Background: an optimization exercise with open tools, aiming at small area, a short achievable clock period and few clock cycles. Do not read the settings as production practice.
Where RTL was checked, it was by simulation tests only, not by an equivalence proof against the original.
The RTL of runs 2 and 3 was laid out without a check of its function.
No activity file was given, so power comes from the tool's default toggle rates.

### design/flow/config.mk
export PLATFORM = sky130hd
export DESIGN_NAME = ARM_SingleCycle_CPU
export DESIGN_NICKNAME = ARM_SingleCycle_CPU
export VERILOG_FILES = /design/flow/design.v
export SDC_FILE = /design/flow/constraint.sdc
export NUM_CORES = 4
export LEC_CHECK = 0
export CAP_MARGIN = 20
export CORE_MARGIN = 2
export CORE_UTILIZATION = 40
export CTS_BUF_LIST = sky130_fd_sc_hd__clkbuf_8
export PLACE_DENSITY = 0.6
export SETUP_SLACK_MARGIN = 5
export SLEW_MARGIN = 20
### design/flow/constraint.sdc
create_clock -name core_clock -period 14.0 [get_ports {i_CLK}]
set_input_delay 2.8000 -clock core_clock [delete_from_list [all_inputs] [get_ports {i_CLK}]]
set_output_delay 2.8000 -clock core_clock [all_outputs]
set_load 0.01 [all_outputs]
### design/flow/design.v
module	ARM_RegisterFile
	(input logic		i_CLK, i_RESET,
	input logic			i_Write_Enable,
	input logic[3:0]	i_Address_ToWrite,
	input logic[31:0]	i_Write_Data,
	input logic[3:0]	i_Address_ToRead1,
	input logic			i_Read1_PC,
	input logic[3:0]	i_Address_ToRead2,
	input logic[31:0]	i_R15,
	output logic[31:0]	o_Read_Data1, o_Read_Data2);
	logic[31:0]			s_Regs[14:0];
	logic[14:0]			s_Valid;
	logic[14:0]			s_Write;
	logic[15:0]			s_Sel1, s_Sel2;
	always_comb
	begin
		for (int i = 0; i < 15; i++)
			s_Write[i] = i_Write_Enable & (i_Address_ToWrite == i);
	end
	always_ff	@(posedge i_CLK, posedge i_RESET)
	begin
		if (i_RESET)	s_Valid <= 15'd0;
		else			s_Valid <= s_Valid | s_Write;
	end
	always_ff	@(posedge i_CLK)
	begin
		for (int i = 0; i < 15; i++)
			if (s_Write[i])	s_Regs[i] <= i_Write_Data;
	end
	always_comb
	begin
		for (int i = 0; i < 15; i++)
		begin
			s_Sel1[i] = ~i_Read1_PC & (i_Address_ToRead1 == i) & s_Valid[i];
			s_Sel2[i] = (i_Address_ToRead2 == i) & s_Valid[i];
		end
		s_Sel1[15] = i_Read1_PC | (i_Address_ToRead1 == 4'd15);
		s_Sel2[15] = (i_Address_ToRead2 == 4'd15);
		o_Read_Data1 = {32{s_Sel1[15]}} & i_R15;
		o_Read_Data2 = {32{s_Sel2[15]}} & i_R15;
		for (int i = 0; i < 15; i++)
		begin
			o_Read_Data1 = o_Read_Data1 | ({32{s_Sel1[i]}} & s_Regs[i]);
			o_Read_Data2 = o_Read_Data2 | ({32{s_Sel2[i]}} & s_Regs[i]);
		end
	end
endmodule
module	ARM_ConditionCheck
	(input logic[3:0]	i_Cond,
	input logic			i_N, i_Z, i_C, i_V,
	output logic		o_Pass);
	logic		s_Base;
	always_comb
	begin
		case (i_Cond[3:1])
			3'b000:		s_Base = i_Z;
			3'b001:		s_Base = i_C;
			3'b010:		s_Base = i_N;
			3'b011:		s_Base = i_V;
			3'b100:		s_Base = i_C & ~i_Z;
			3'b101:		s_Base = i_N == i_V;
			3'b110:		s_Base = ~i_Z & (i_N == i_V);
			default:	s_Base = 1'b1;
		endcase
	end
	assign o_Pass = (i_Cond == 4'b1110) | (s_Base ^ i_Cond[0]);
endmodule
module ARM_SingleCycle_CPU
	#(parameter	BusWidth	= 32)
	(input logic		i_CLK, i_RESET,
	input logic[(BusWidth - 1):0]	i_Instr,
	output logic[(BusWidth - 1):0]	o_PC,
	output logic[(BusWidth - 1):0]	o_Data_Address,
	output logic					o_Mem_Write,
	output logic[(BusWidth - 1):0]	o_Write_Data,
	input logic[(BusWidth - 1):0]	i_Read_Data);
	logic[3:0]	s_Cond, s_Cmd, s_Rn, s_Rd, s_Rm;
	logic[1:0]	s_Op;
	logic		s_I, s_S;
	assign s_Cond	= i_Instr[31:28];
	assign s_Op		= i_Instr[27:26];
	assign s_I		= i_Instr[25];
	assign s_Cmd	= i_Instr[24:21];
	assign s_S		= i_Instr[20];
	assign s_Rn		= i_Instr[19:16];
	assign s_Rd		= i_Instr[15:12];
	assign s_Rm		= i_Instr[3:0];
	logic		s_DP, s_Mem, s_Branch, s_Load;
	assign s_DP		= ~s_Op[1] & ~s_Op[0];
	assign s_Mem	= ~s_Op[1] &  s_Op[0];
	assign s_Branch	=  s_Op[1];
	assign s_Load	= s_Mem & s_S;
	logic		s_Sub, s_Logic, s_Cmp;
	assign s_Sub	= s_DP & s_Cmd[1];
	assign s_Logic	= s_DP & ~s_Cmd[1] & (s_Cmd[3] == s_Cmd[2]);
	assign s_Cmp	= s_Cmd[3] & s_Cmd[1];
	logic[31:0]	s_PC;
	logic		s_N, s_Z, s_C, s_V;
	logic[31:0]	s_PC_Plus4, s_PC_Plus8;
	assign s_PC_Plus4 = s_PC + 32'd4;
	assign s_PC_Plus8 = s_PC + 32'd8;
	logic		s_Cond_Pass;
	ARM_ConditionCheck	ConditionCheck
		(s_Cond, s_N, s_Z, s_C, s_V, s_Cond_Pass);
	logic[31:0]	s_RD1, s_RD2, s_Result;
	logic		s_Reg_Write;
	logic[3:0]	s_RA2;
	assign s_RA2 = s_Op[0] ? s_Rd : s_Rm;
	ARM_RegisterFile	RegisterFile
		(i_CLK, i_RESET,
		s_Reg_Write, s_Rd, s_Result,
		s_Rn, s_Branch, s_RA2,
		s_PC_Plus8,
		s_RD1, s_RD2);
	logic[31:0]	s_B, s_B_X;
	always_comb
	begin
		case (s_Op)
			2'b00:		s_B = s_I ? {24'b0, i_Instr[7:0]} : s_RD2;
			default:	s_B = {{6{i_Instr[23]}}, i_Instr[23:0], 2'b00};
		endcase
	end
	assign s_B_X = s_B ^ {32{s_Sub}};
	logic[12:0]	s_Addr_Lo;
	logic[19:0]	s_Addr_Hi;
	assign s_Addr_Lo = {1'b0, s_RD1[11:0]} + {1'b0, i_Instr[11:0]};
	assign s_Addr_Hi = s_RD1[31:12] + {19'b0, s_Addr_Lo[12]};
	logic[32:0]	s_Sum;
	assign s_Sum = {1'b0, s_RD1} + {1'b0, s_B_X} + {32'b0, s_Sub};
	logic[31:0]	s_ALU;
	assign s_ALU = s_Logic ? (s_Cmd[3] ? (s_RD1 | s_B) : (s_RD1 & s_B)) : s_Sum[31:0];
	assign s_Result = s_Load ? i_Read_Data : s_ALU;
	logic		s_Flag_N, s_Flag_Z, s_Flag_C, s_Flag_V;
	assign s_Flag_N = s_ALU[31];
	assign s_Flag_Z = ~|s_ALU;
	assign s_Flag_C = s_Sum[32];
	assign s_Flag_V = (s_RD1[31] == s_B_X[31]) & (s_Sum[31] != s_RD1[31]);
	logic		s_Flag_Write;
	assign s_Flag_Write = s_Cond_Pass & s_DP & s_S;
	always_ff	@(posedge i_CLK, posedge i_RESET)
	begin
		if (i_RESET)
		begin
			s_N <= 1'b0;
			s_Z <= 1'b0;
			s_C <= 1'b0;
			s_V <= 1'b0;
		end
		else if (s_Flag_Write)
		begin
			s_N <= s_Flag_N;
			s_Z <= s_Flag_Z;
			if (~s_Logic)
			begin
				s_C <= s_Flag_C;
				s_V <= s_Flag_V;
			end
		end
	end
	logic		s_Writes_Rd, s_PC_Src;
	assign s_Writes_Rd	= (s_DP & ~s_Cmp) | s_Load;
	assign s_Reg_Write	= s_Cond_Pass & s_Writes_Rd;
	assign s_PC_Src		= s_Cond_Pass & (s_Branch | ((s_DP | s_Load) & (s_Rd == 4'd15)));
	always_ff	@(posedge i_CLK, posedge i_RESET)
	begin
		if (i_RESET)	s_PC <= 32'd0;
		else			s_PC <= s_PC_Src ? s_Result : s_PC_Plus4;
	end
	assign o_PC				= s_PC;
	assign o_Data_Address	= {s_Addr_Hi, s_Addr_Lo[11:0]};
	assign o_Mem_Write		= s_Cond_Pass & s_Mem & ~s_S;
	assign o_Write_Data		= s_RD2;
endmodule
### design/flow/flow/run.sh
#!/bin/bash
set -euo pipefail
export BUFFER_PORTS_ARGS="-buffer_cell sky130_fd_sc_hd__buf_1"
bash standard.sh > standard_flow.log 2>&1
### design/flow/standard.sh
#!/bin/bash
# synth_recipe.tcl (not shown) runs the flow's synth.tcl, then flattens the netlist and writes it again
# the make line also repeats each setting of config.mk as NAME=value (left out here)
make -C /OpenROAD-flow-scripts/flow DESIGN_CONFIG=/design/flow/config.mk WORK_HOME=/design/flow/orfs CLKGATE_MAP_FILE= SYNTH_SCRIPT=/design/flow/synth_recipe.tcl "${@:-finish}"
==> flow_metrics.tcl, run 1 <==
set metrics [dict create \
    hold_path_depth 2 \
    clockBufferDepth 3 \
    cp.required_ns 14.61 \
    drtIter0Drc 5186 \
    slew_viol_final 0 \
    hold_path_class "register to register" \
    path_max_fanout 6 \
    dp.cells 3560 \
    grtUsageTotal_pct 37.6 \
    finalCritPeriodShare_pct 75.1 \
    nFillCells 6320 \
    io_buffer_count 162 \
    ys_seq_area_share_pct 54.3 \
    rows 98 \
    reg2reg_depth 51 \
    viasPerCell 7.18 \
    stdcell_area_um2 35300 \
    grt_max_degree 54 \
    area_growth_pct 22.0 \
    ys_warn_count 4 \
    fin_util_pct 49.3 \
    reg2reg_to "s_Z$_DFFE_PP0P_" \
    synth_common_cells "edfxtp_1, nand2_1, a22oi_1" \
    crit_path_frequent_cell "buf_6" \
    wl_per_cell_um 37.5 \
    leakagePower_nw 12.6 \
    hold_path_end "s_C$_DFFE_PP0P_" \
    crit_start "i_Instr[27]" \
    grt_pass1_vias 26455 \
    grt-ovfl-total 0 \
    clock_latency_ns 0.72 \
    multi_input_area_um2 13500 \
    cts_root_buf "clkbuf_8" \
    worst_pin_slew_ns 1.24 \
    grt_first_pass_wirelength_um 198000 \
    die-area_um2 74400 \
    drv_cap 0 \
    async_reset_ff_share_pct 9.60 \
    synth_edf_count 480 \
    cts_hold_buffers 0 \
    num_vias 27779 \
    finClkSkew_ns 0.0484 \
    first_pass_iters 14 \
    final-seq-area_um2 15700 \
    cp_slowest_cell "or4b_4" \
    rsz0062_at_grt "yes" \
    synthDistinctLibCells 90 \
    finalSetupTns_ns 0 \
    drive_above_1_share_pct 22.6 \
    syn_area_um2 28900 \
    clkSlewWorstSetupHoldPaths_ns 0.06 \
    finalHoldViolCount 0 \
    hold_slack_ns 0.531 \
    antenna_found_initial 9 \
    ys_ff_latch 531 \
    place_congestion 0.979 \
    fmax_ghz 0.0952 \
    hpwl_um 88900 \
    clock-sinks 531 \
    p_per_area_nw_per_um2 174 \
    cp_slowest_stage_delay_ns 0.55 \
    crit_type "input pin to register" \
    maxSlewHeadroom_pct 16.4 \
    finalSetupViolations 0 \
    routed_wl_um 145000 \
    synth.area.top_cells "edfxtp_1, a22oi_1, dfrtp_1" \
    start_kind "input pin" \
    die-height_um 273 \
    final_cells 3869 \
    core_um2 71500 \
    cts_tree "built" \
    die_x_um 273 \
    synthMostInstantiatedCell "edfxtp_1" \
    cts_buffers 86 \
    ant_nets 0 \
    min_from "s_C$_DFFE_PP0P_" \
    synth_top_area_share_pct 49.9 \
    ir_drop_uv 85.6 \
    min_period_ns 10.51 \
    arrival_ns 11.12 \
    synth_area_per_cell_um2 11.3 \
    r2r-start "RegisterFile.s_Valid[13]$_DFF_PP0_" \
    synthFlopType "edfxtp_1" \
    start_util_pct 40.4 \
    end_kind "register" \
    htree_levels 3 \
    yosysTopAreaCell "edfxtp_1" \
    fin_nets 2963 \
    reg2reg_slack_ns 5.29 \
    pin_count 163 \
    status "no timing/DRC/antenna violations" \
    drc 0 \
    place_area_um2 31000 \
    syn_inst 2548 \
]
-- stage by stage --
stage	total power, mW	setup WS, ns
4_1_cts	5.78	3.75
3_3_place_gp	4.20	2.42
2_1_floorplan	3.35	4.35
5_1_grt	6.30	3.26
6_report	6.14	3.49
3_5_place_dp	4.23	2.38
-- worst max-delay path, delay by kind of cell --
family	cells	cell delay [ns]
buffers and inverters	31	3.50
and+or+nand+nor	14	2.84
AOI/OAI and AO/OA	7	1.56
adders and majority gates	1	0.24
xor gates and xnor gates	1	0.14
-- per-layer routing --
| layer | GRT usage, % | share of wire [%] | routed length [µm] |
|---|---|---|---|
| met1 | 46.2 | 34 | 50100 |
| met2 | 55.0 | 41 | 60100 |
| met5 | 0 | 0.019 | 28 |
| met3 | 14.2 | 16 | 23000 |
| met4 | 25.2 | 8.2 | 12000 |
-- where the power goes --
part	switching (mW)	internal (mW)	total, mW
clock	0.666	0.708	1.37
combinational	1.61	0.886	2.50
sequential	0.181	2.09	2.27
total	2.46	3.68	6.14
-- cell type report --
class / count / share of cell area (%)
multi-input combinational: 1798 / 38.3
timing repair buffer: 400 / 8.68
tap: 950 / 3.37
sequential: 531 / 44.5
clock inverter: 62 / 1.26
antenna: 7 / 0.0497
clock buffer: 90 / 3.51
inverter: 31 / 0.330
-- sequential cells by signal (all words and copies together), names as in the netlist --
register	cells
s_C	1
RegisterFile.s_Valid	15
RegisterFile.s_Regs	480
s_N	1
s_V	1
s_Z	1
s_PC	32
-- logic make-up after synthesis --
family | synth area share, %
AOI/OAI and AO/OA | 21.1
and+or+nand+nor | 13.4
adders and majority gates | 2.59
DFF | 54.3
xor gates and xnor gates | 4.15
buffers and inverters | 2.96
muxes | 1.49
-- cell usage in the layout (no fill, tap or decap), types with 23 or more instances in the layout --
cell type and instances:
buf_4 159, a221oi_1 34, nor2_1 115, buf_2 29, nand4_1 45, a22o_1 62
ha_1 41, xor2_1 64, nor3_1 30, and3_1 24, a222oi_1 90, a22oi_1 204
edfxtp_1 480, dfrtp_1 51, xnor2_1 53, clkbuf_8 90, buf_6 62, nand2_1 213
inv_1 43, or2_2 33, buf_1 120, and2_1 25, a21oi_1 67, nand3_1 71
a21o_1 23, mux2_2 27, o21ai_0 99
-- worst max-delay path by stage --
stage,end,slack (ns)
after CTS,o_Data_Address[29],3.75
after detailed placement,o_Data_Address[30],2.38
after global routing,o_Data_Address[21],3.26
after floorplan,o_Data_Address[29],4.35
final,s_Z$_DFFE_PP0P_,3.49
after global placement,o_Data_Address[30],2.42
-- timing repair --
item / in CTS / in global routing
cloned: 5 / 5
pin swaps: 59 / 58
resized for setup: 204 / 104
endpoints found under the setup margin: 104 / 335
setup buffers: 110 / 30
Testbench counts, summed over its fixed seeds: cycles 76,800.
==> inputs of run 2 (changes only) <==
--- a/design/flow/design.v
+++ b/design/flow/design.v
@@ -44,6 +44,64 @@
 			o_Read_Data2 = o_Read_Data2 | ({32{s_Sel2[i]}} & s_Regs[i]);
 		end
 	end
+endmodule
+module	ARM_PrefixAdder
+	#(parameter	Width	= 32)
+	(input logic[(Width - 1):0]		i_A, i_B,
+	input logic						i_Cin,
+	output logic[(Width - 1):0]		o_Sum,
+	output logic					o_Cout);
+	localparam	Levels = $clog2(Width + 1);
+	logic[Width:0]		s_G[Levels:0];
+	logic[Width:0]		s_P[Levels:0];
+	logic[(Width - 1):0]	s_X;
+	assign s_X = i_A ^ i_B;
+	assign s_G[0] = {i_A & i_B, i_Cin};
+	assign s_P[0] = {s_X, 1'b0};
+	genvar	l, k;
+	generate
+		for (l = 0; l < Levels; l++)
+		begin : level
+			for (k = 0; k <= Width; k++)
+			begin : bit_k
+				if (k >= (1 << l))
+				begin
+					assign s_G[l + 1][k] = s_G[l][k] | (s_P[l][k] & s_G[l][k - (1 << l)]);
+					assign s_P[l + 1][k] = s_P[l][k] & s_P[l][k - (1 << l)];
+				end
+				else
+				begin
+					assign s_G[l + 1][k] = s_G[l][k];
+					assign s_P[l + 1][k] = s_P[l][k];
+				end
+			end
+		end
+	endgenerate
+	assign o_Sum	= s_X ^ s_G[Levels][(Width - 1):0];
+	assign o_Cout	= s_G[Levels][Width];
+endmodule
+module	ARM_PrefixIncrementer
+	#(parameter	Width	= 20)
+	(input logic[(Width - 1):0]		i_A,
+	input logic						i_Inc,
+	output logic[(Width - 1):0]		o_Sum);
+	localparam	Levels = $clog2(Width);
+	logic[(Width - 1):0]	s_P[Levels:0];
+	assign s_P[0] = {i_A[(Width - 2):0], 1'b1};
+	genvar	l, k;
+	generate
+		for (l = 0; l < Levels; l++)
+		begin : level
+			for (k = 0; k < Width; k++)
+			begin : bit_k
+				if (k >= (1 << l))
+					assign s_P[l + 1][k] = s_P[l][k] & s_P[l][k - (1 << l)];
+				else
+					assign s_P[l + 1][k] = s_P[l][k];
+			end
+		end
+	endgenerate
+	assign o_Sum = i_A ^ ({Width{i_Inc}} & s_P[Levels]);
 endmodule
 module	ARM_ConditionCheck
 	(input logic[3:0]	i_Cond,
@@ -121,19 +179,29 @@
 		endcase
 	end
 	assign s_B_X = s_B ^ {32{s_Sub}};
-	logic[12:0]	s_Addr_Lo;
+	logic[11:0]	s_Addr_Lo;
+	logic		s_Addr_C;
 	logic[19:0]	s_Addr_Hi;
-	assign s_Addr_Lo = {1'b0, s_RD1[11:0]} + {1'b0, i_Instr[11:0]};
-	assign s_Addr_Hi = s_RD1[31:12] + {19'b0, s_Addr_Lo[12]};
-	logic[32:0]	s_Sum;
-	assign s_Sum = {1'b0, s_RD1} + {1'b0, s_B_X} + {32'b0, s_Sub};
+	ARM_PrefixAdder	#(12)	Address_Adder
+		(s_RD1[11:0], i_Instr[11:0], 1'b0,
+		s_Addr_Lo, s_Addr_C);
+	ARM_PrefixIncrementer	#(20)	Address_Incrementer
+		(s_RD1[31:12], s_Addr_C,
+		s_Addr_Hi);
+	logic[31:0]	s_Sum;
+	logic		s_Carry;
+	ARM_PrefixAdder	#(32)	ALU_Adder
+		(s_RD1, s_B_X, s_Sub,
+		s_Sum, s_Carry);
 	logic[31:0]	s_ALU;
-	assign s_ALU = s_Logic ? (s_Cmd[3] ? (s_RD1 | s_B) : (s_RD1 & s_B)) : s_Sum[31:0];
+	assign s_ALU = s_Logic ? (s_Cmd[3] ? (s_RD1 | s_B) : (s_RD1 & s_B)) : s_Sum;
 	assign s_Result = s_Load ? i_Read_Data : s_ALU;
 	logic		s_Flag_N, s_Flag_Z, s_Flag_C, s_Flag_V;
 	assign s_Flag_N = s_ALU[31];
-	assign s_Flag_Z = ~|s_ALU;
-	assign s_Flag_C = s_Sum[32];
+	logic[31:0]	s_Zero_Bits;
+	assign s_Zero_Bits = (s_RD1 ^ s_B_X) ^ {s_RD1[30:0] | s_B_X[30:0], s_Sub};
+	assign s_Flag_Z = s_Logic ? ~|(s_Cmd[3] ? (s_RD1 | s_B) : (s_RD1 & s_B)) : ~|s_Zero_Bits;
+	assign s_Flag_C = s_Carry;
 	assign s_Flag_V = (s_RD1[31] == s_B_X[31]) & (s_Sum[31] != s_RD1[31]);
 	logic		s_Flag_Write;
 	assign s_Flag_Write = s_Cond_Pass & s_DP & s_S;
@@ -167,7 +235,7 @@
 		else			s_PC <= s_PC_Src ? s_Result : s_PC_Plus4;
 	end
 	assign o_PC				= s_PC;
-	assign o_Data_Address	= {s_Addr_Hi, s_Addr_Lo[11:0]};
+	assign o_Data_Address	= {s_Addr_Hi, s_Addr_Lo};
 	assign o_Mem_Write		= s_Cond_Pass & s_Mem & ~s_S;
 	assign o_Write_Data		= s_RD2;
 endmodule
==> design/flow/run.sh (new file) <==
#!/bin/bash
# synth_recipe.tcl (not shown) runs the flow's synth.tcl, then flattens the netlist and writes it again
# the make line also repeats each setting of config.mk as NAME=value (left out here)
make -C /OpenROAD-flow-scripts/flow DESIGN_CONFIG=/design/flow/config.mk WORK_HOME=/design/flow/orfs CLKGATE_MAP_FILE= SYNTH_SCRIPT=/design/flow/synth_recipe.tcl finish
--- a/design/flow/config.mk
+++ b/design/flow/config.mk
@@ -12,3 +12,4 @@
 export PLACE_DENSITY = 0.6
 export SETUP_SLACK_MARGIN = 5
 export SLEW_MARGIN = 20
+export SYNTH_HIERARCHICAL = 1
removed: design/flow/flow/run.sh
removed: design/flow/standard.sh
==> run 2 against run 1 <==
  * Now fails the layout checks on max-capacitance violations, max-slew violations
  * Combinational power up 12%
  * Wire length up 5.1%
  * Final cell count up 22%
  * Sequential share of layout area down 4.3 points
  * Final area up 11%
  * Clock skew down 0.011 ns
  * Fmax up 9.4%
  * First-iteration DRC count up 5.8%
  * Die area up 12%
  * Core utilization down 0.75 points
  * Critical path depth down 33
  * Setup slack better by 0.90 ns
  * Critical endpoint is now o_Data_Address[23]
==> flow_metrics.tcl, run 2 <==
set metrics [dict create \
    status "failed layout checks" \
    so_faults "max-capacitance violations, max-slew violations" \
    synthMostInstantiatedCell "edfxtp_1" \
    grt_first_pass_wirelength_um 208000 \
    antenna_found_initial 5 \
    die-height_um 289 \
    clkSlewWorstSetupHoldPaths_ns 0.06 \
    clock-sinks 531 \
    nFillCells 7540 \
    final_cells 4709 \
    leakagePower_nw 15.2 \
    async_reset_ff_share_pct 9.60 \
    seq_power_share_pct 34.3 \
    cts_buffers 90 \
    r2r-start "s_PC[5]$_DFF_PP0_" \
    viasPerCell 6.64 \
    final_cell_mix "edfxtp_1, inv_1, nand3_1" \
    crit_type "input pin to output port" \
    slew_viol_final 44 \
    synth_top_area_share_pct 44.4 \
    area_growth_pct 20.5 \
    ys_ff_latch 531 \
    p_sw_share_pct 40.4 \
    place_congestion 0.962 \
    syn_area_um2 32400 \
    cp_slowest_cell "or4_4" \
    final-seq-area_um2 15700 \
    drive_above_1_share_pct 15.7 \
    num_vias 31274 \
    die_x_um 289 \
    p_switching_mw 2.63 \
    cp_slowest_stage_delay_ns 0.59 \
    reg2reg_depth 22 \
    rows 104 \
    synth_edf_count 480 \
    drtIter0Drc 5488 \
    p_int_mw 3.88 \
    wl_per_cell_um 32.4 \
    largest_reg_flops 480 \
    maxSlewHeadroom_pct -9.31 \
    reg_top3 "RegisterFile.s_Regs x480, s_PC x32, RegisterFile.s_Valid x15" \
    clockBufferDepth 3 \
    first_pass_iters 9 \
    routed_wl_um 153000 \
    grt_max_degree 60 \
    arrival_ns 6.81 \
    synthFlopType "edfxtp_1" \
    worstPathCellList "buf_12 > nor3b_4 > bufbuf_16 > buf_4 > a32oi_1 > nand3_1 > or4_4 > ha_4 > a21o_1 > nor2b_1 > o31a_1 > o21ai_2 > o21ai_2 > a221o_2 > nand4_4 > nor4_4 > buf_6 > buf_4 > buf_6 > xor2_1 > buf_2" \
    start_util_pct 40.3 \
    grt-ovfl-total 0 \
    clock_latency_ns 0.73 \
    dp.cells 4419 \
    yosysTopAreaCell "edfxtp_1" \
    fin_nets 3720 \
    fmax_ghz 0.104 \
    io_buffer_count 162 \
    cp.required_ns 11.20 \
    ir_drop_uv 71.9 \
    multi_input_area_um2 14800 \
    p_per_area_nw_per_um2 167 \
    drv_cap 2 \
    dp_worst_setup_slack_ns 2.42 \
    top_register "RegisterFile.s_Regs" \
    worst-path-stages 21 \
    reg2reg_slack_ns 6.90 \
    grtUsageTotal_pct 35.1 \
    htree_levels 3 \
    worst_slack_ns 4.39 \
    clockPowerShare_pct 22.4 \
    layout_commonest_cell "edfxtp_1" \
    synth_common_cells "edfxtp_1, inv_1, nand3_1" \
    start_kind "input pin" \
    finalHoldViolCount 0 \
    min_from "RegisterFile.s_Valid[4]$_DFF_PP0_" \
    rsz0062_at_grt "yes" \
    cts_hold_buffers 0 \
    finalSetupViolations 0 \
    cts_tree "built" \
    hold_path_class "register to register" \
    drc 0 \
    ys_seq_area_share_pct 48.4 \
    hold_path_depth 1 \
    syn_inst 3343 \
    grt_pass1_vias 28865 \
    die-area_um2 83400 \
    synth_area_per_cell_um2 9.70 \
    end_kind "output port" \
    crit_buf_inv 7 \
    hpwl_um 94600 \
    synth.area.top_cells "edfxtp_1, nand3_1, inv_1" \
    worst_pin_slew_ns 1.64 \
    finalSetupTns_ns 0 \
    synthDistinctLibCells 102 \
    core_um2 80400 \
    finalCritPeriodShare_pct 68.6 \
    path_delay_family "compound AO/OA/AOI/OAI gates" \
    reg2reg_to "s_PC[31]$_DFF_PP0_" \
    finClkSkew_ns 0.0373 \
    pin_count 163 \
    ant_nets 0 \
    path_max_fanout 7 \
    p_comb_share_pct 43.2 \
    min_period_ns 9.61 \
    cts_root_buf "clkbuf_8" \
    hold_path_end "RegisterFile.s_Valid[4]$_DFF_PP0_" \
    ys_warn_count 18 \
]
==> run 2: Yosys stat by module (local to each module, per instance), excerpt <==
module	cells inside	flip-flops and latches	area [µm²]
ARM_RegisterFile	2158	495	23800
ARM_SingleCycle_CPU	783	36	5600
ARM_ConditionCheck	11	0	85.1
==> run 2: worst reg2reg max path, cell delays in order (launching register included) <==
cell	delay, ns
dfrtp_1	0.50
nand4_1	0.34
nor2_1	0.30
nand4_1	0.26
nor2_1	0.32
nand3_1	0.36
xnor2_1	0.36
a32o_1	0.28
a221o_1	0.29
or4_1	0.89
ha_1	0.59
a21o_1	0.24
or3_1	0.36
a221oi_2	0.27
nor3_2	0.13
nor2_1	0.24
o31ai_1	0.13
xor2_1	0.19
mux2i_2	0.25
a21oi_1	0.11
buf_4	0.23
nor2_2	0.22
a21oi_1	0.06
==> run 2: per-stage QoR <==
step | util (%) | area, µm² | hold slack, ns | power (mW)
2_1_floorplan | - | 32600 | 0.454 | 3.65
3_3_place_gp | 44.1 | 35500 | 0.482 | 4.84
3_5_place_dp | 44.1 | 35500 | 0.479 | 4.84
4_1_cts | 47.9 | 38500 | 0.493 | 6.35
5_1_grt | 48.6 | 39100 | 0.511 | 6.67
6_report | 48.6 | 39100 | 0.504 | 6.51
==> run 2: repair_timing <==
item,in CTS,in global routing
buffers inserted,83,25
gates cloned,10,4
gates resized for setup,211,89
setup endpoints to repair,220,112
pin swaps,52,36
endpoints found under the hold margin,0,0
==> run 2: final cells by class <==
| type | instances | share of cell area [%] |
|---|---|---|
| Antenna cell | 4 | 0.0256 |
| Clock buffer | 97 | 3.42 |
| Tap cell | 1060 | 3.39 |
| Sequential cell | 531 | 40.2 |
| Clock inverter | 67 | 1.26 |
| Multi-Input combinational cell | 2130 | 37.9 |
| Inverter | 425 | 4.09 |
| Timing Repair Buffer | 395 | 9.80 |
==> run 2: cell families (layout without fill, tap and decap cells) <==
kind of cell               count (synthesis)  after routing  synth area share, %
and+or+nand+nor                         1295           1297                 21.2
buffers and inverters                    685            984                 8.29
DFF                                      531            531                 48.4
AOI/OAI and AO/OA                        512            512                 12.2
xor gates and xnor gates                 174            174                 4.70
adders and majority gates                110            110                 4.07
muxes                                     35             35                 1.15
other                                      1              6               0.0116
==> run 2: how the worst max path moves through the flow <==
stage / startpoint / end / slack [ns]
floorplan: i_Instr[18] / o_Data_Address[26] / 5.01
global placement: i_Instr[19] / o_Data_Address[26] / 2.46
detailed placement: i_Instr[19] / o_Data_Address[28] / 2.42
CTS: i_Instr[17] / o_Data_Address[26] / 4.35
global route: i_Instr[18] / o_Data_Address[26] / 4.29
finish: i_Instr[18] / o_Data_Address[23] / 4.39
==> run 2: routing by layer <==
metal | part of all wire [%] | up-vias | GRT usage, % | wire length, µm
met4 | 8.3 | 4 | 22.7 | 12700
li1 | - | 12892 | - | -
met2 | 41 | 2762 | 50.2 | 62200
met5 | 0.015 | - | 0 | 23
met1 | 36 | 14882 | 45.6 | 55100
met3 | 15 | 734 | 11.3 | 22500
==> run 2: power groups by stage <==
stage	logic [mW]	clock network, mW	registers, mW
after global placement	2.57	0	2.26
after floorplan	1.41	0	2.23
final	2.81	1.46	2.23
after detailed placement	2.58	0	2.26
after CTS	2.66	1.45	2.23
after global routing	2.90	1.52	2.25
==> inputs of run 3 (changes only) <==
--- a/design/flow/config.mk
+++ b/design/flow/config.mk
@@ -12,4 +12,3 @@
 export PLACE_DENSITY = 0.6
 export SETUP_SLACK_MARGIN = 5
 export SLEW_MARGIN = 20
-export SYNTH_HIERARCHICAL = 1
==> run 3 against run 2 <==
  * Now clean on timing, DRC and antenna
  * Synthesized area down 5.1%
  * Combinational power grew 3%
  * Clock-buffer cell count down 4
  * Final area is 2.9% lower
  * Power rose by 1.4%
  * Fmax fell by 1.3%
  * Sequential cell count unchanged
  * Highest routed layer unchanged
  * Global-route usage is 8.5 points higher
==> flow_metrics.tcl, run 3 <==
set metrics [dict create \
    nFillCells 6828 \
    wl_per_cell_um 42.1 \
    syn_area_um2 30800 \
    crit_type "input pin to output port" \
    die-height_um 281 \
    fmax_ghz 0.103 \
    drv_cap 0 \
    final_cells 4182 \
    path_max_fanout 10 \
    finClkSkew_ns 0.0408 \
    clockBufferDepth 3 \
    hold_path_class "register to register" \
    drc 0 \
    htree_levels 3 \
    dp_worst_setup_slack_ns 2.24 \
    ys_ff_latch 531 \
    fin_nets 3218 \
    yosysTopAreaCell "edfxtp_1" \
    hold_path_depth 2 \
    grt_max_degree 57 \
    grtUsageTotal_pct 43.6 \
    synth_common_cells "edfxtp_1, a22oi_1, nand2_1" \
    reg2reg_depth 22 \
    r2r-start "s_PC[3]$_DFF_PP0_" \
    rsz0062_at_grt "yes" \
    start_util_pct 40.5 \
    synthDistinctLibCells 102 \
    worst_slack_ns 4.26 \
    place_area_um2 34200 \
    ant_nets 0 \
    reg_top3 "RegisterFile.s_Regs x480, s_PC x32, RegisterFile.s_Valid x15" \
    pin_count 163 \
    async_reset_ff_share_pct 9.60 \
    finalHoldViolCount 0 \
    end_kind "output port" \
    cts_root_buf "clkbuf_8" \
    place_congestion 1.06 \
    hold_slack_ns 0.550 \
    reg2reg_slack_ns 5.61 \
    synth_top_area_share_pct 46.8 \
    total_power_mw 6.60 \
    drtIter0Drc 5447 \
    dp.cells 3903 \
    stdcell_area_um2 37900 \
    status "no timing/DRC/antenna violations" \
    routed_wl_um 176000 \
    p_per_area_nw_per_um2 174 \
    min_period_ns 9.74 \
    syn_inst 2780 \
    worst_pin_slew_ns 1.19 \
    grt_pass1_vias 28817 \
    core_um2 76100 \
    clock-sinks 531 \
    die-area_um2 79200 \
    first_pass_iters 10 \
    slew_viol_final 0 \
    synth_area_per_cell_um2 11.1 \
    finalSetupTns_ns 0 \
    rows 101 \
    maxSlewHeadroom_pct 20.3 \
    hold_path_end "s_V$_DFFE_PP0P_" \
    num_vias 30124 \
    final_cell_mix "edfxtp_1, a22oi_1, buf_4" \
    ys_warn_count 12 \
    cts_buffers 88 \
    antenna_found_initial 18 \
    cp.required_ns 11.20 \
    die_x_um 281 \
    viasPerCell 7.20 \
    cts_tree "built" \
    hpwl_um 118000 \
    synth_edf_count 480 \
    area_growth_pct 23.3 \
    grt_first_pass_wirelength_um 236000 \
    synthMostInstantiatedCell "edfxtp_1" \
    clkSlewWorstSetupHoldPaths_ns 0.07 \
    ir_drop_uv 82.1 \
    finalCritPeriodShare_pct 69.6 \
    grt-ovfl-total 0 \
    layout_commonest_cell "edfxtp_1" \
    min_from "s_V$_DFFE_PP0P_" \
    io_buffer_count 162 \
    start_kind "input pin" \
    clock_latency_ns 0.74 \
    synthFlopType "edfxtp_1" \
    reg2reg_to "RegisterFile.s_Regs[7][30]$_DFFE_PP_" \
    synth.area.top_cells "edfxtp_1, a22oi_1, dfrtp_1" \
    leakagePower_nw 13.5 \
    ys_seq_area_share_pct 51.0 \
    drive_above_1_share_pct 21.2 \
    arrival_ns 6.94 \
    fin_util_pct 49.9 \
    largest_reg_flops 480 \
    finalSetupViolations 0 \
    top_register "RegisterFile.s_Regs" \
]
run 3: cell count changes after synthesis, moves of 57 or more:
cell | previous run | this run
a2111oi_0 | 97 | 13
a21oi_1 | 66 | 124
a22o_1 | 1 | 67
a22oi_1 | 0 | 205
clkbuf_1 | 210 | 146
inv_1 | 425 | 84
nand3_1 | 415 | 53
nand4_1 | 141 | 54
nor3_1 | 276 | 44
o21ai_0 | 54 | 111
run 3: area by class of cell:
class | instances | area, µm² | share of cell area [%]
timing repair buffer | 413 | 3800 | 10.0
multi-input combinational | 1953 | 15100 | 39.7
antenna | 8 | 20.0 | 0.0528
clock inverter | 68 | 464 | 1.22
sequential | 531 | 15700 | 41.3
clock buffer | 93 | 1280 | 3.37
tap | 1030 | 1290 | 3.40
inverter | 86 | 323 | 0.851
run 3: how the worst max path moves through the flow:
stage,startpoint,to,slack [ns],cells past startpoint
after floorplan,i_Instr[19],o_Data_Address[31],4.70,23
after global placement,i_Instr[16],o_Data_Address[29],2.28,21
after detailed placement,i_Instr[16],o_Data_Address[29],2.24,21
after CTS,i_Instr[19],o_Data_Address[31],4.17,24
after global routing,i_Instr[19],o_Data_Address[31],4.17,26
final,i_Instr[18],o_Data_Address[22],4.26,24
run 3: metal layers:
layer | GRT usage [%] | vias to the layer above | wire length [µm]
met5 | 0 | - | 205
met4 | 33.3 | 16 | 17000
met3 | 17.3 | 879 | 26100
met2 | 63.7 | 2903 | 72800
met1 | 51.6 | 14664 | 60000
li1 | - | 11662 | -
run 3: cell families after synthesis:
family | count (synthesis) | synth area share [%]
AO/OA/AOI/OAI | 901 | 21.8
XOR/XNOR | 162 | 4.61
adder cells (fa/ha/maj) | 103 | 4.02
buffers and inverters | 297 | 3.93
flip-flops | 531 | 51.0
multiplexers | 31 | 1.13
AND/OR/NAND/NOR | 755 | 13.5
run 3: what timing repair did:
item                                    in CTS  in global routing
buffers inserted                            87                 19
hold buffers                                 0                  0
hold endpoints to repair                     0                  0
gates cloned                                 4                  0
gates resized for setup                    332                 70
endpoints found under the setup margin     466                248
pin swaps                                   57                 39
run 3: critical path, stage by stage:
cell and delay (ns):
buf_12 0.12, nor3b_4 0.16, buf_6 0.14, and2_4 0.16
buf_12 0.13, buf_4 0.20, a22oi_1 0.21, nand4_1 0.13
a2111oi_2 0.41, buf_4 0.29, inv_2 0.08, ha_4 0.23
or2_2 0.27, a21oi_1 0.33, nand4bb_4 0.25, nor4_4 0.04
buf_4 0.17, buf_4 0.13, buf_6 0.10, buf_6 0.10
buf_6 0.12, nand3_2 0.07, xnor2_1 0.11, buf_2 0.14
run 3: report_power, final:
part           total [mW]  internal, mW  switching, mW
Clock                1.42         0.730          0.687
Combinational        2.89         0.981           1.91
Sequential           2.29          2.09          0.201

-- static timing again, ports no longer ideal --
Ports are ideal in the flow. The routed layouts listed here were re-timed in OpenROAD. Step 1: set_driving_cell puts a clkbuf_16 on i_CLK and a buf_2 on each other input, an assumption about the parent block. Step 2 also shifts input and output timing later by t, the mid clock arrival at the registers, as if the neighbouring blocks saw the same clock. Three values: no drivers, after step 1, after step 2; two values: the first two.
run | t, ns | setup slack, ns | slew at the worst register clock pin (ns) | worst data-port slew with drivers (ns)
run 1 | 0.753 | 3.491 / 3.474 / 2.771 | 0.07 / 0.07 | 0.07
run 2 | 0.783 | 4.390 / 4.176 / 4.176 | 0.07 / 0.07 | 0.22
run 3 | 0.786 | 4.259 / 4.210 / 4.081 | 0.08 / 0.08 | 0.08
For run 1, which loses most, drivers alone change the setup slack by -0.017 ns; drivers and shift together by -0.720 ns.
